This is an optimization exercise on Yosys and OpenROAD, whose aim is a short achievable clock period and few clock cycles, not a production implementation. The RTL was checked by simulation tests, not by an equivalence proof against the original design. Power and IR drop assume default switching activity.

[flow/run.sh]
#!/bin/bash
# The standard layout, with these changes to how it is made:
set -euo pipefail
MARGIN=${MARGIN:-6.5}
bash standard.sh SETUP_SLACK_MARGIN=$MARGIN \
    'BUFFER_PORTS_ARGS=-buffer_cell sky130_fd_sc_hd__buf_4' \
    MATCH_CELL_FOOTPRINT=0 \
    finish > standard_make.log 2>&1
[standard.sh]
#!/bin/bash
# synth_recipe.tcl (not shown) runs the flow's synth.tcl, then flattens the netlist and writes it again
# the make line also repeats each setting of config.mk as NAME=value (left out here)
make -C /OpenROAD-flow-scripts/flow DESIGN_CONFIG=/design/flow/config.mk WORK_HOME=/design/flow/orfs CLKGATE_MAP_FILE= SYNTH_SCRIPT=/design/flow/synth_recipe.tcl "${@:-finish}"
[config.mk]
export PLATFORM = sky130hd
export DESIGN_NAME = y86_64_top
export DESIGN_NICKNAME = y86_64_top
export VERILOG_FILES = /design/flow/design.v
export SDC_FILE = /design/flow/constraint.sdc
export NUM_CORES = 4
export LEC_CHECK = 0
export ABC_CLOCK_PERIOD_IN_PS = 3500
export CAP_MARGIN = 20
export CORE_MARGIN = 2
export CORE_UTILIZATION = 40
export PLACE_DENSITY = 0.6
export SLEW_MARGIN = 20
[constraint.sdc]
create_clock -name core_clock -period 10.0 [get_ports {clk}]
set_input_delay 2.0000 -clock core_clock [delete_from_list [all_inputs] [get_ports {clk}]]
set_output_delay 2.0000 -clock core_clock [all_outputs]
set_load 0.01 [all_outputs]
[design.v]
`timescale 1ns / 1ps
module alu(ai, b, fn_sub, fn_and, fn_xor, valE, newCC);
    input  [63:0] ai;
    input  [63:0] b;
    input         fn_sub;
    input         fn_and;
    input         fn_xor;
    output [63:0] valE;
    output [2:0]  newCC;      
    wire [63:0] sum;
    add64 add(.a(ai), .b(b), .cin(fn_sub), .s(sum));
    wire [63:0] x = ai ^ b;
    assign valE = fn_and ? (ai & b) : fn_xor ? x : sum;
    wire zf_add = (x ^ {(ai[62:0] | b[62:0]), 1'b0}) == 64'd0;
    wire zf_sub = &x;
    wire zf_xor = x == 64'd0;
    wire zf_and = (ai & b) == 64'd0;
    assign newCC[2] = fn_and ? zf_and : fn_sub ? zf_sub : fn_xor ? zf_xor : zf_add;
    assign newCC[1] = valE[63];
    assign newCC[0] = !fn_and && !fn_xor && (ai[63] == b[63]) && (sum[63] != b[63]);
endmodule
module add64(a, b, cin, s);
    input  [63:0] a;
    input  [63:0] b;
    input         cin;
    output [63:0] s;
    wire [63:0] p = a ^ b;
    wire [63:0] g = (a & b) | {63'd0, p[0] & cin};
    wire [64*7-1:0] G;
    wire [64*7-1:0] P;
    assign G[63:0] = g;
    assign P[63:0] = p;
    genvar l, i;
    generate
        for (l = 0; l < 6; l = l + 1) begin : lv
            for (i = 0; i < 64; i = i + 1) begin : bt
                if (i >= (1 << l)) begin : comb
                    assign G[64*(l+1) + i] = G[64*l + i] | (P[64*l + i] & G[64*l + i - (1 << l)]);
                    assign P[64*(l+1) + i] = P[64*l + i] & P[64*l + i - (1 << l)];
                end else begin : pass
                    assign G[64*(l+1) + i] = G[64*l + i];
                    assign P[64*(l+1) + i] = P[64*l + i];
                end
            end
        end
    endgenerate
    assign s = p ^ {G[64*6 +: 63], cin};
endmodule
`timescale 1ns / 1ps
module cond(ifun, cc, Cnd);
    input  [3:0] ifun;
    input  [2:0] cc;
    output       Cnd;
    wire zf = cc[2];
    wire sf = cc[1];
    wire of = cc[0];
    assign Cnd = (ifun == 4'h0) |
                 (ifun == 4'h1) & ((sf ^ of) | zf) |
                 (ifun == 4'h2) & (sf ^ of) |
                 (ifun == 4'h3) & zf |
                 (ifun == 4'h4) & ~zf |
                 (ifun == 4'h5) & ~(sf ^ of) |
                 (ifun == 4'h6) & ~(sf ^ of) & ~zf;
endmodule
`timescale 1ns / 1ps
module registerFile(clock, reset, selA, selB, valA, valB, weE, valE, weM, valM);
    input         clock;
    input         reset;       
    input  [14:0] selA;
    input  [14:0] selB;
    output [63:0] valA;
    output [63:0] valB;
    input  [14:0] weE;
    input  [63:0] valE;
    input  [14:0] weM;
    input  [63:0] valM;
    wire [64*16-1:0] accA;
    wire [64*16-1:0] accB;
    assign accA[63:0] = 64'd0;
    assign accB[63:0] = 64'd0;
    genvar g;
    generate
        for (g = 0; g < 15; g = g + 1) begin : gr
            reg [63:0] q;
            always @(posedge clock) begin
                if (!reset)
                    q <= (g == 4) ? 64'd8 : 64'd0;
                else if (weM[g])
                    q <= valM;
                else if (weE[g])
                    q <= valE;
            end
            assign accA[64*(g+1) +: 64] = accA[64*g +: 64] | ({64{selA[g]}} & q);
            assign accB[64*(g+1) +: 64] = accB[64*g +: 64] | ({64{selB[g]}} & q);
        end
    endgenerate
    assign valA = accA[64*15 +: 64];
    assign valB = accB[64*15 +: 64];
endmodule
`timescale 1ns / 1ps
module y86_64
(
    input  wire         clk,
    input  wire         rst,             
    output wire [63:0]  instr_addr,
    input  wire [79:0]  instr_din,
    output wire [63:0]  data_addr,
    input  wire [63:0]  data_din,
    output wire [63:0]  data_dout,
    output wire         data_we,
    output wire [3:0]   stat
);
localparam  IHALT   = 4'h0,
            INOP    = 4'h1,
            IRRMOVQ = 4'h2,
            IIRMOVQ = 4'h3,
            IRMMOVQ = 4'h4,
            IMRMOVQ = 4'h5,
            IOPQ    = 4'h6,
            IJXX    = 4'h7,
            ICALL   = 4'h8,
            IRET    = 4'h9,
            IPUSHQ  = 4'hA,
            IPOPQ   = 4'hB;
localparam  RRSP    = 4'h4,
            RNONE   = 4'hF;
localparam  SAOK    = 4'h1,
            SADR    = 4'h2,
            SINS    = 4'h3,
            SHLT    = 4'h4;
localparam  [13:0] FETCH_MAX = 14'd8182;    
localparam  [12:0] DATA_MAX  = 13'd8184;    
reg  [12:0]  F_pc;
reg          F_bad;
reg  [13:0]  ras;           
reg          D_valid;
reg  [3:0]   D_stat;
reg  [3:0]   D_icode;
reg  [3:0]   D_ifun;
reg  [3:0]   D_dstE;
reg  [3:0]   D_dstM;
reg  [14:0]  D_selA;        
reg  [14:0]  D_selB;
reg          D_mA_M;        
reg          D_mA_E;        
reg          D_mB_M;
reg          D_mB_E;
reg          D_eA_M;        
reg          D_eA_E;        
reg          D_eB_M;
reg          D_eB_E;
reg          D_a_alu;       
reg          D_k_valC;      
reg          D_k_down;      
reg          D_k_up;        
reg          D_call;
reg  [63:0]  D_valC;
reg  [13:0]  D_valP;        
reg  [13:0]  D_target;      
reg          D_jxx;         
reg          D_taken;       
reg          D_resolved;    
reg  [13:0]  D_retpred;     
reg          E_valid;
reg  [3:0]   E_stat;
reg  [3:0]   E_icode;
reg  [3:0]   E_ifun;
reg  [63:0]  E_a;
reg  [63:0]  E_b;
reg  [63:0]  E_d;
reg          E_bypDm;
reg          E_sub;
reg          E_and;
reg          E_xor;
reg  [3:0]   E_dstE;
reg  [3:0]   E_dstM;
reg  [13:0]  E_valP;
reg  [13:0]  E_target;
reg  [13:0]  E_retpred;
reg          E_jxx;
reg          E_taken;
reg          E_resolved;
reg          M_valid;
reg  [63:0]  M_valE;
reg  [12:0]  M_addr;
reg          M_we;
reg  [63:0]  M_wdata;
reg  [14:0]  M_weE;         
reg  [14:0]  M_weM;
reg          M_ret;
reg  [13:0]  M_retpred;
reg          R_mis;
reg  [13:0]  R_tgt;         
reg  [2:0]   CC_old;        
reg          CC_upd;        
reg          P_pend;        
reg  [3:0]   P_stat;
reg  [2:0]   CC;            
reg  [3:0]   S_stat;
wire         done = S_stat != SAOK;
assign stat       = S_stat;
assign instr_addr = {51'd0, F_pc};
assign data_addr  = {51'd0, M_addr};
assign data_dout  = M_wdata;
assign data_we    = M_we && !R_mis;
wire        e_cnd;
cond e_cond(.ifun(E_ifun), .cc(CC), .Cnd(e_cnd));
wire        e_cmov_off = E_icode == IRRMOVQ && !e_cnd;
wire [3:0]  e_dstE = (!E_valid || e_cmov_off) ? RNONE : E_dstE;
wire [3:0]  e_dstM = E_valid ? E_dstM : RNONE;
wire [3:0]  d_dstE = D_valid ? D_dstE : RNONE;
wire [3:0]  d_dstM = D_valid ? D_dstM : RNONE;
wire [2:0]  e_newCC;
wire        e_sets_cc = E_valid && E_icode == IOPQ;
wire        e_zf_early = 1'b1;
wire [2:0]  d_cc = e_sets_cc ? {e_newCC[2], CC[1:0]} : CC;
wire [3:0]   f_icode = F_bad ? INOP : instr_din[7:4];
wire [3:0]   f_ifun  = instr_din[3:0];
wire [3:0]   f_rA    = instr_din[15:12];
wire [3:0]   f_rB    = instr_din[11:8];
reg          f_valid_ins;
always @(*) begin
    case (f_icode)
        IOPQ   : f_valid_ins = f_ifun <= 4'h3;
        IJXX   : f_valid_ins = f_ifun <= 4'h6;
        4'hD   : f_valid_ins = 1'b0;
        4'hE   : f_valid_ins = 1'b0;
        4'hF   : f_valid_ins = 1'b0;
        default: f_valid_ins = 1'b1;
    endcase
end
wire [3:0]   f_stat = F_bad ? SADR : !f_valid_ins ? SINS : f_icode == IHALT ? SHLT : SAOK;
wire f_need_regids = f_icode == IRRMOVQ || f_icode == IIRMOVQ || f_icode == IRMMOVQ || f_icode == IMRMOVQ ||
                     f_icode == IOPQ || f_icode == IPUSHQ || f_icode == IPOPQ;
wire f_need_valC   = f_icode == IIRMOVQ || f_icode == IRMMOVQ || f_icode == IMRMOVQ ||
                     f_icode == IJXX || f_icode == ICALL;
wire [13:0]  pc1  = {1'b0, F_pc} + 14'd1;
wire [13:0]  pc2  = {1'b0, F_pc} + 14'd2;
wire [13:0]  pc9  = {1'b0, F_pc} + 14'd9;
wire [13:0]  pc10 = {1'b0, F_pc} + 14'd10;
wire [13:0]  f_valP = f_need_valC ? (f_need_regids ? pc10 : pc9) : (f_need_regids ? pc2 : pc1);
wire         f_valP_bad = f_need_valC ? (f_need_regids ? F_pc > 13'd8172 : F_pc > 13'd8173)
                                      : (f_need_regids ? F_pc > 13'd8180 : F_pc > 13'd8181);
wire [63:0]  f_valC = f_need_regids ? instr_din[79:16] : instr_din[71:8];
wire         f_tgt_bad = (|instr_din[71:21]) || ({1'b0, instr_din[20:8]} > FETCH_MAX);
wire [13:0]  f_target = {f_tgt_bad, instr_din[20:8]};
wire         f_jxx  = !F_bad && f_icode == IJXX && f_ifun <= 4'h6;
wire         f_call = !F_bad && f_icode == ICALL;
wire         f_ret  = !F_bad && f_icode == IRET;
wire         f_cnd;
cond f_cond(.ifun(f_ifun), .cc(d_cc), .Cnd(f_cnd));
wire         f_resolved = f_ifun == 4'h0 ||
                          (!(D_valid && D_icode == IOPQ) &&
                           (!e_sets_cc || (e_zf_early && (f_ifun == 4'h3 || f_ifun == 4'h4))));
wire         f_guess    = f_ifun == 4'h4 || f_ifun == 4'h5 || f_ifun == 4'h6;
wire         f_taken    = f_resolved ? f_cnd : f_guess;
wire [13:0]  f_pred = (f_jxx && f_taken) || f_call ? f_target :
                      f_ret ? ras :
                      {f_valP_bad, f_valP[12:0]};
wire [3:0] f_srcA = (f_icode == IRRMOVQ || f_icode == IRMMOVQ || f_icode == IOPQ || f_icode == IPUSHQ) ? f_rA : RNONE;
wire [3:0] f_srcB = (f_icode == IRMMOVQ || f_icode == IMRMOVQ || f_icode == IOPQ) ? f_rB :
                    (f_icode == ICALL || f_icode == IRET || f_icode == IPUSHQ || f_icode == IPOPQ) ? RRSP :
                    RNONE;
wire [3:0] f_dstE = (f_icode == IRRMOVQ || f_icode == IIRMOVQ || f_icode == IOPQ) ? f_rB :
                    (f_icode == ICALL || f_icode == IRET || f_icode == IPUSHQ || f_icode == IPOPQ) ? RRSP :
                    RNONE;
wire [3:0] f_dstM = (f_icode == IMRMOVQ || f_icode == IPOPQ) ? f_rA : RNONE;
wire       f_hasA = f_srcA != RNONE;
wire       f_hasB = f_srcB != RNONE;
wire [63:0] rf_valA, rf_valB;
wire [63:0] d_valA = D_mA_M ? data_din : D_mA_E ? M_valE : rf_valA;
wire [63:0] d_valB = D_mB_M ? data_din : D_mB_E ? M_valE : rf_valB;
wire        d_zf_only = D_ifun == 4'h3 || D_ifun == 4'h4;
wire        d_resolvable = D_jxx && !D_resolved && (!e_sets_cc || (e_zf_early && d_zf_only));
wire        d_cnd;
cond d_cond(.ifun(D_ifun), .cc(d_cc), .Cnd(d_cnd));
wire [63:0] e_a = E_a;
wire [63:0] e_b = E_b;
wire [63:0] e_valE;
alu alu(
    .ai(e_a),
    .b(e_b),
    .fn_sub(E_sub),
    .fn_and(E_and),
    .fn_xor(E_xor),
    .valE(e_valE),
    .newCC(e_newCC)
);
wire        e_addr_from_b = E_icode == IRET || E_icode == IPOPQ;
wire        e_addr_down   = E_icode == ICALL || E_icode == IPUSHQ;
wire [12:0] e_addr  = e_addr_from_b ? e_b[12:0] : e_valE[12:0];
wire        e_mem   = E_icode == IRMMOVQ || E_icode == IMRMOVQ || E_icode == ICALL ||
                      E_icode == IRET || E_icode == IPUSHQ || E_icode == IPOPQ;
wire        e_store = E_icode == IRMMOVQ || E_icode == ICALL || E_icode == IPUSHQ;
wire [13:0] e_lo    = {1'b0, e_b[12:0]} + {1'b0, E_a[12:0]};
wire [50:0] e_hx    = e_b[63:13] ^ E_a[63:13];
wire [50:0] e_ho    = e_b[63:13] | E_a[63:13];
wire        e_hi_zero = (e_hx ^ {e_ho[49:0], e_lo[13]}) == 51'd0;
wire        e_ok_disp = e_hi_zero && e_lo[12:0] <= DATA_MAX;
wire        e_ok_down = ~|e_b[63:14] && (e_b[13] ? e_b[12:0] == 13'd0 : e_b[12:3] != 10'd0);
wire        e_ok_b    = ~|e_b[63:13] && e_b[12:0] <= DATA_MAX;
wire        e_addr_ok = e_addr_from_b ? e_ok_b : e_addr_down ? e_ok_down : e_ok_disp;
wire        e_dfault = E_stat == SAOK && e_mem && !e_addr_ok;
wire [3:0]  e_stat  = e_dfault ? SADR : E_stat;
wire        e_mispredict = E_valid && E_jxx && !E_resolved && e_cnd != E_taken;
wire [13:0] e_redirect_pc = e_cnd ? E_target : E_valP;
wire [63:0] e_wdata = E_bypDm ? data_din : E_d;
wire        m_ret_bad  = (|data_din[63:13]) || ({1'b0, data_din[12:0]} > FETCH_MAX);
wire        m_ret_hit  = !M_retpred[13] && ~|data_din[63:13] && data_din[12:0] == M_retpred[12:0];
wire        m_ret_mis  = M_valid && M_ret && !m_ret_hit && !R_mis;
wire        m_ret_wait = M_valid && M_ret && !R_mis;     
wire        redir_M    = R_mis;
wire        redir_E    = !redir_M && e_mispredict;
wire        redir_D    = !redir_M && !e_mispredict && D_valid && d_resolvable && d_cnd != D_taken;
wire        stall      = D_valid && ((D_a_alu && D_eA_M) || D_eB_M);
wire        e_fault   = E_valid && e_stat != SAOK && !redir_M;
wire        e_declare = e_fault && !m_ret_wait;
wire        p_declare = P_pend && !redir_M;
wire        d_declare = D_valid && D_stat != SAOK && !redir_M && !e_mispredict &&
                        !(E_valid && E_icode == IRET) && !m_ret_wait;
always @(posedge clk) begin
    if (!rst)
        S_stat <= SAOK;
    else if (!done) begin
        if (p_declare)
            S_stat <= P_stat;
        else if (e_declare)
            S_stat <= e_stat;
        else if (d_declare)
            S_stat <= D_stat;
    end
end
always @(posedge clk) begin
    if (!rst) begin
        P_pend <= 1'b0;
        R_mis  <= 1'b0;
    end else begin
        P_pend <= e_fault && m_ret_wait;
        R_mis  <= m_ret_mis;
    end
    P_stat <= e_stat;
    R_tgt  <= {m_ret_bad, data_din[12:0]};
end
always @(posedge clk) begin
    if (!rst) begin
        F_pc  <= 13'd0;
        F_bad <= 1'b0;
    end else if (redir_M) begin
        F_pc  <= R_tgt[12:0];
        F_bad <= R_tgt[13];
    end else if (redir_E) begin
        F_pc  <= e_redirect_pc[12:0];
        F_bad <= e_redirect_pc[13];
    end else if (redir_D) begin
        F_pc  <= d_cnd ? D_target[12:0] : D_valP[12:0];
        F_bad <= d_cnd ? D_target[13] : (D_valP > FETCH_MAX);
    end else if (!stall) begin
        F_pc  <= f_pred[12:0];
        F_bad <= f_pred[13];
    end
end
always @(posedge clk) begin
    if (!rst)
        ras <= 14'd0;
    else if (f_call && !stall)
        ras <= {f_valP_bad, f_valP[12:0]};
end
integer k;
always @(posedge clk) begin
    if (!rst || redir_M || redir_E || redir_D) begin
        D_valid    <= 1'b0;
    end else if (!stall) begin
        D_valid    <= 1'b1;
    end
end
always @(posedge clk) begin
    if (!stall) begin
        D_stat     <= f_stat;
        D_icode    <= f_icode;
        D_ifun     <= f_ifun;
        D_dstE     <= f_dstE;
        D_dstM     <= f_dstM;
        D_jxx      <= f_jxx;
        D_taken    <= f_taken;
        D_resolved <= f_resolved;
    end
end
always @(posedge clk) begin
    if (stall) begin
        D_mA_M   <= D_eA_M;
        D_mA_E   <= D_eA_E;
        D_mB_M   <= D_eB_M;
        D_mB_E   <= D_eB_E;
        D_eA_M   <= 1'b0;
        D_eA_E   <= 1'b0;
        D_eB_M   <= 1'b0;
        D_eB_E   <= 1'b0;
    end else begin
        D_mA_M   <= f_hasA && f_srcA == e_dstM;
        D_mA_E   <= f_hasA && f_srcA == e_dstE;
        D_mB_M   <= f_hasB && f_srcB == e_dstM;
        D_mB_E   <= f_hasB && f_srcB == e_dstE;
        D_eA_M   <= f_hasA && f_srcA == d_dstM;
        D_eA_E   <= f_hasA && f_srcA == d_dstE;
        D_eB_M   <= f_hasB && f_srcB == d_dstM;
        D_eB_E   <= f_hasB && f_srcB == d_dstE;
    end
end
always @(posedge clk) if (!stall) begin
    for (k = 0; k < 15; k = k + 1) begin
        D_selA[k] <= f_srcA == k;
        D_selB[k] <= f_srcB == k;
    end
    D_a_alu  <= f_icode == IRRMOVQ || f_icode == IOPQ;
    D_k_valC <= f_icode == IIRMOVQ || f_icode == IRMMOVQ || f_icode == IMRMOVQ;
    D_k_down <= f_icode == ICALL || f_icode == IPUSHQ;
    D_k_up   <= f_icode == IRET || f_icode == IPOPQ;
    D_call   <= f_icode == ICALL;
    D_valC   <= f_valC;
    D_valP   <= f_valP;
    D_target <= f_target;
    D_retpred <= f_pred;
end
always @(posedge clk) begin
    if (!rst || redir_M || redir_E || stall)
        E_valid    <= 1'b0;
    else
        E_valid    <= D_valid;
end
always @(posedge clk) begin
    begin
        E_stat     <= D_stat;
        E_icode    <= D_icode;
        E_ifun     <= D_ifun;
        E_dstE     <= D_dstE;
        E_dstM     <= D_dstM;
        E_jxx      <= D_jxx;
        E_resolved <= D_resolved || d_resolvable;
        E_bypDm    <= !D_a_alu && D_eA_M;
        E_sub      <= d_sub;
        E_and      <= D_icode == IOPQ && D_ifun == 4'h2;
        E_xor      <= D_icode == IOPQ && D_ifun == 4'h3;
    end
end
wire        d_fwdA_e = D_eA_E && !D_eA_M && !e_cmov_off;
wire        d_fwdB_e = D_eB_E && !e_cmov_off;
wire        d_sub = D_icode == IOPQ && D_ifun == 4'h1;
wire [63:0] d_inv = {64{d_sub}};
always @(posedge clk) begin
    E_a <= (D_a_alu && d_fwdA_e) ? (e_valE ^ d_inv) :
           (({64{D_a_alu}} & d_valA) |
            ({64{D_k_valC}} & D_valC) |
            ({64{D_k_down}} & 64'hFFFF_FFFF_FFFF_FFF8) |
            ({64{D_k_up}} & 64'd8)) ^ d_inv;
    E_b <= d_fwdB_e ? e_valE : d_valB;
    E_d <= D_call ? {50'd0, D_valP} : d_fwdA_e ? e_valE : d_valA;
    E_valP    <= {D_valP > FETCH_MAX, D_valP[12:0]};
    E_target  <= D_target;
    E_taken   <= D_taken;
    E_retpred <= D_retpred;
end
always @(posedge clk) begin
    if (!rst || redir_M) begin
        M_valid <= 1'b0;
        M_weE   <= 15'd0;
        M_weM   <= 15'd0;
        M_we    <= 1'b0;
        M_ret   <= 1'b0;
    end else begin
        M_valid <= E_valid;
        for (k = 0; k < 15; k = k + 1) begin
            M_weE[k] <= e_dstE == k;
            M_weM[k] <= e_dstM == k;
        end
        M_we    <= E_valid && e_store && E_stat == SAOK && e_addr_ok && !done && !P_pend;
        M_ret   <= E_valid && E_icode == IRET && E_stat == SAOK;
    end
end
always @(posedge clk) begin
    M_valE    <= e_valE;
    M_addr    <= e_addr;
    M_wdata   <= e_wdata;
    M_retpred <= E_retpred;
end
wire        cc_en = E_valid && E_icode == IOPQ && E_stat == SAOK && !redir_M;
always @(posedge clk) begin
    if (!rst)
        CC <= 3'b100;
    else if (redir_M) begin
        if (CC_upd)
            CC <= CC_old;
    end else if (cc_en)
        CC <= e_newCC;
end
always @(posedge clk) begin
    CC_old <= CC;
    CC_upd <= cc_en;
end
registerFile rf(
    .clock(clk),
    .reset(rst),
    .selA(D_selA),
    .selB(D_selB),
    .valA(rf_valA),
    .valB(rf_valB),
    .weE(M_weE & {15{!R_mis}}),
    .valE(M_valE),
    .weM(M_weM & {15{!R_mis}}),
    .valM(data_din)
);
endmodule
`timescale 1ns / 1ps
module y86_64_top
(
    input  wire         clk,
    input  wire         rst_n,           
    output wire [63:0]  imem_addr,       
    input  wire [79:0]  imem_data,       
    output wire [63:0]  dmem_addr,       
    input  wire [63:0]  dmem_rdata,      
    output wire [63:0]  dmem_wdata,      
    output wire         dmem_we,         
    output wire [3:0]   stat             
);
y86_64 y86_64_pipe (
    .clk(clk),
    .rst(rst_n),
    .instr_addr(imem_addr),
    .instr_din(imem_data),
    .data_addr(dmem_addr),
    .data_din(dmem_rdata),
    .data_dout(dmem_wdata),
    .data_we(dmem_we),
    .stat(stat)
);
endmodule
==> flow_summary.toml <==
[outcome]
status = "timing/DRC/antenna clean"

[drt]
detail-route-antenna-nets = 0
drt_iter0_markers = 19500
wl_um = 536000
vias_per_cell = 7.20
drc = 0
routedWlPerCell_um = 38.3
firstDrtPassIters = 11
dr_total_vias = 101000

[placed_design]
pre_cts_ws_ps = 5050
place_congestion = 0.966
port_buffers = 239
dp_hpwl_um = 306000
dp.cells = 13400

[power]
p_clk_share_pct = 27.2
power.density_mw_per_mm2 = 240
p_leak_nw = 38.9
seqPwrFrac_pct = 33.9
power.internal_mw = 14.9
p_sw_mw = 11.1
vdd_drop_max_mv = 0.186
combPwrFrac_pct = 38.9
switching_share_pct = 42.6

[floorplan]
die-height_um = 488
ios = 343
initial_core_util_pct = 40.3
core-area_mm2 = 0.233
die_w_um = 488
fp-row-count = 177
die_area_mm2 = 0.239

[cells_and_area]
nNetsFinal = 11000
fill_cells = 22200
layout.cells.non_filler = 14000
final_layout_size_suffix_gt1_share_pct = 24.4
multi_input_area_mm2 = 0.0565
syn_to_final_growth_pct = 15.3
regArea_mm2 = 0.0347
fin_util_pct = 46.5

[clock_network]
htree_num_levels = 4
cts-root-buf = "clkbuf_16"
clk_path_buf_depth = 3
clk-insertion-delay-late_ps = 900
clock-sinks = 1638
tritoncts = "done"
clkTransAtPathRegs_ps = 60
hold_buffers = 0
cts-buffers-inserted = 182

[job]
maxCapViolations = 0

[yosys]
synth_edf_count = 163
synth-async-reset-ratio_pct = 0
syn_avg_cell_area_um2 = 8.38
yosysTopAreaCell = "dfxtp_1"
synth-seq-area-share_pct = 36.7
ys.flop_type = "dfxtp_1"
synth_most_common_cell = "dfxtp_1"
synth-seq-cells = 1638
syn-cell-area_mm2 = 0.0939
synth_cell_types = 96
ys_top_cells_by_area = "dfxtp_1 (31%), o221a_2 (12%), a21oi_1 (7.3%)"
synthesis.instances = 11200
ys_warn_count = 2
synth_top_area_share_pct = 31.5
synth.top_cells.by_count = "dfxtp_1 (1475), a21oi_1 (1374), nor2_1 (1286)"

[timing]
tightest_slew_ps = 1300
max_slew_margin_pct = 13.5
setup_slack_ps = 6000
tns_ps = 0
rsz0062_at_grt = "yes"
finClkSkew_ps = 59.3
final_max_slew_viol_count = 0
period_share_pct = 40.0
finalSetupViolations = 0
period_minus_slack_ps = 4000
fmax_ghz = 0.250
hold_viol = 0

[setup_path]
cp-start-kind = "register"
required_ps = 10770
endpoint_kind = "register"
critPathKind = "register to register"
critPathMaxFanout = 7
arrival_ps = 4770

[global_routing]
grt.total_usage_pct = 42.7
overflow = 0
grt_pass1_wl_um = 734000
grt_max_degree = 199
grt_pass1_vias = 93300
antenna_found_initial = 35

[worst_hold_path]
hold_class = "register to register"
through the flow:
| step | hold WS [ps] | total power, mW | area (µm²) |
|---|---|---|---|
| after detailed placement | 314 | 16.3 | 96200 |
| final | 310 | 26.0 | 108000 |
| after global routing | 332 | 26.4 | 108000 |
| after global placement | 310 | 16.4 | 96200 |
| after floorplan | 310 | 12.8 | 94500 |
| after CTS | 322 | 24.9 | 107000 |
flip-flops by register name, summed over array words and instances (netlist names), 15 cells and up:
| signal | count |
|---|---|
| y86_64_pipe.D_selB | 15 |
| y86_64_pipe.E_d | 64 |
| y86_64_pipe.E_a | 64 |
| y86_64_pipe.M_wdata | 64 |
| y86_64_pipe.D_selA | 15 |
| y86_64_pipe.E_b | 64 |
| y86_64_pipe.M_weE | 15 |
| y86_64_pipe.rf.gr.q | 960 |
| y86_64_pipe.D_valC | 64 |
| y86_64_pipe.M_weM | 15 |
| y86_64_pipe.M_valE | 64 |
cells in the final DEF, fill, tap and decap left out, types with 114 or more instances in the layout:
| cell | instances |
|---|---|
| nor2_1 | 1250 |
| o22ai_1 | 117 |
| a21oi_1 | 1332 |
| dfxtp_1 | 1366 |
| edfxtp_1 | 163 |
| inv_1 | 217 |
| xnor2_1 | 124 |
| nand2_1 | 324 |
| nor2b_1 | 971 |
| nand4_1 | 285 |
| a22oi_1 | 784 |
| clkbuf_16 | 188 |
| o21ai_0 | 114 |
| buf_4 | 561 |
| o221a_2 | 962 |
| mux2_2 | 143 |
cells by family after synthesis:
family,after synthesis,share of synthesized area [%]
buffers and inverters,1706,7.43
adders and majority gates,138,1.86
AOI/OAI and AO/OA,3987,31.9
muxes,208,2.43
xor gates and xnor gates,228,2.17
DFF,1638,36.7
other,1,0.00400
and+or+nand+nor,3292,17.5
routing by layer:
layer  wire length, µm  GRT usage [%]  share of wire, %
met1            196000           54.0                37
met4             51000           33.1               9.5
met5               325          0.408             0.061
met2            211000           58.6                39
met3             78000           15.4                15
final cells by class:
type | instances | area share (%)
multi-input combinational | 7960 | 52.2
sequential | 1638 | 32.1
timing repair buffer | 673 | 5.52
clock buffer | 268 | 4.85
tap | 3132 | 3.62
inverter | 243 | 0.858
clock inverter | 70 | 0.812
antenna | 26 | 0.0601
worst max-delay path, cell delays in order (launching register included):
cell       delay (ps)
dfxtp_2           360
ha_1              320
nor4_1            960
nand4_1           360
o2111ai_4         180
buf_12            160
o21bai_4           60
o221a_4           280
buf_12            130
mux2_4            340
and3_4            230
a221o_1           330
a21o_1            170
power groups by stage:
| stage | Sequential [mW] | Clock, mW | Combinational (mW) |
|---|---|---|---|
| 2_1_floorplan | 7.74 | 0 | 5.02 |
| 3_3_place_gp | 8.80 | 0 | 7.59 |
| 3_5_place_dp | 8.80 | 0 | 7.54 |
| 4_1_cts | 8.70 | 7.04 | 9.16 |
| 5_1_grt | 8.81 | 7.31 | 10.3 |
| 6_report | 8.81 | 7.08 | 10.1 |
worst paths after layout:
check                                   startpoint                                to  slack, ps  cells past startpoint
setup / recovery       y86_64_pipe.E_b[59]$_DFF_P_  y86_64_pipe.F_pc[0]$_SDFFE_PN0P_       6000                     12
hold / removal    y86_64_pipe.E_retpred[1]$_DFF_P_  y86_64_pipe.M_retpred[1]$_DFF_P_        310                      0
setup reg to reg       y86_64_pipe.E_b[59]$_DFF_P_  y86_64_pipe.F_pc[0]$_SDFFE_PN0P_       6000                     12
hold reg to reg   y86_64_pipe.E_retpred[1]$_DFF_P_  y86_64_pipe.M_retpred[1]$_DFF_P_        310                      0
timing repair:
action,CTS,global route
setup endpoints to repair,692,525
cloned,7,3
pin swaps,154,99
gates resized for setup,577,220
setup buffers,158,61
Testbench counts, summed over its fixed seeds: cycles 120,098.

==> port drivers added, routing unchanged <==
How much do the figures lean on ideal ports? The routed layout below was timed once more, with nothing changed but the port constraints. Step 1: set_driving_cell puts a clkbuf_16 on clk and a buf_2 on each other input, an assumption about the parent block. Step 2 moves the port delays by t, midway between the first and last clock arrival at a register: inputs arrive t later, outputs are due t later. That takes back most of the time a late clock gives input paths. Slacks: no drivers / after step 1 / after step 2; pairs: no drivers / after step 1.
t, ns: 0.972
slack for setup (ns): 5.996 / 5.996 / 5.271
clock arrival spread, ns: 0.060 / 0.060
After both steps setup and hold are still met in this run. For this run, drivers alone change the setup slack by 0.000 ns; drivers and shift together by -0.725 ns.
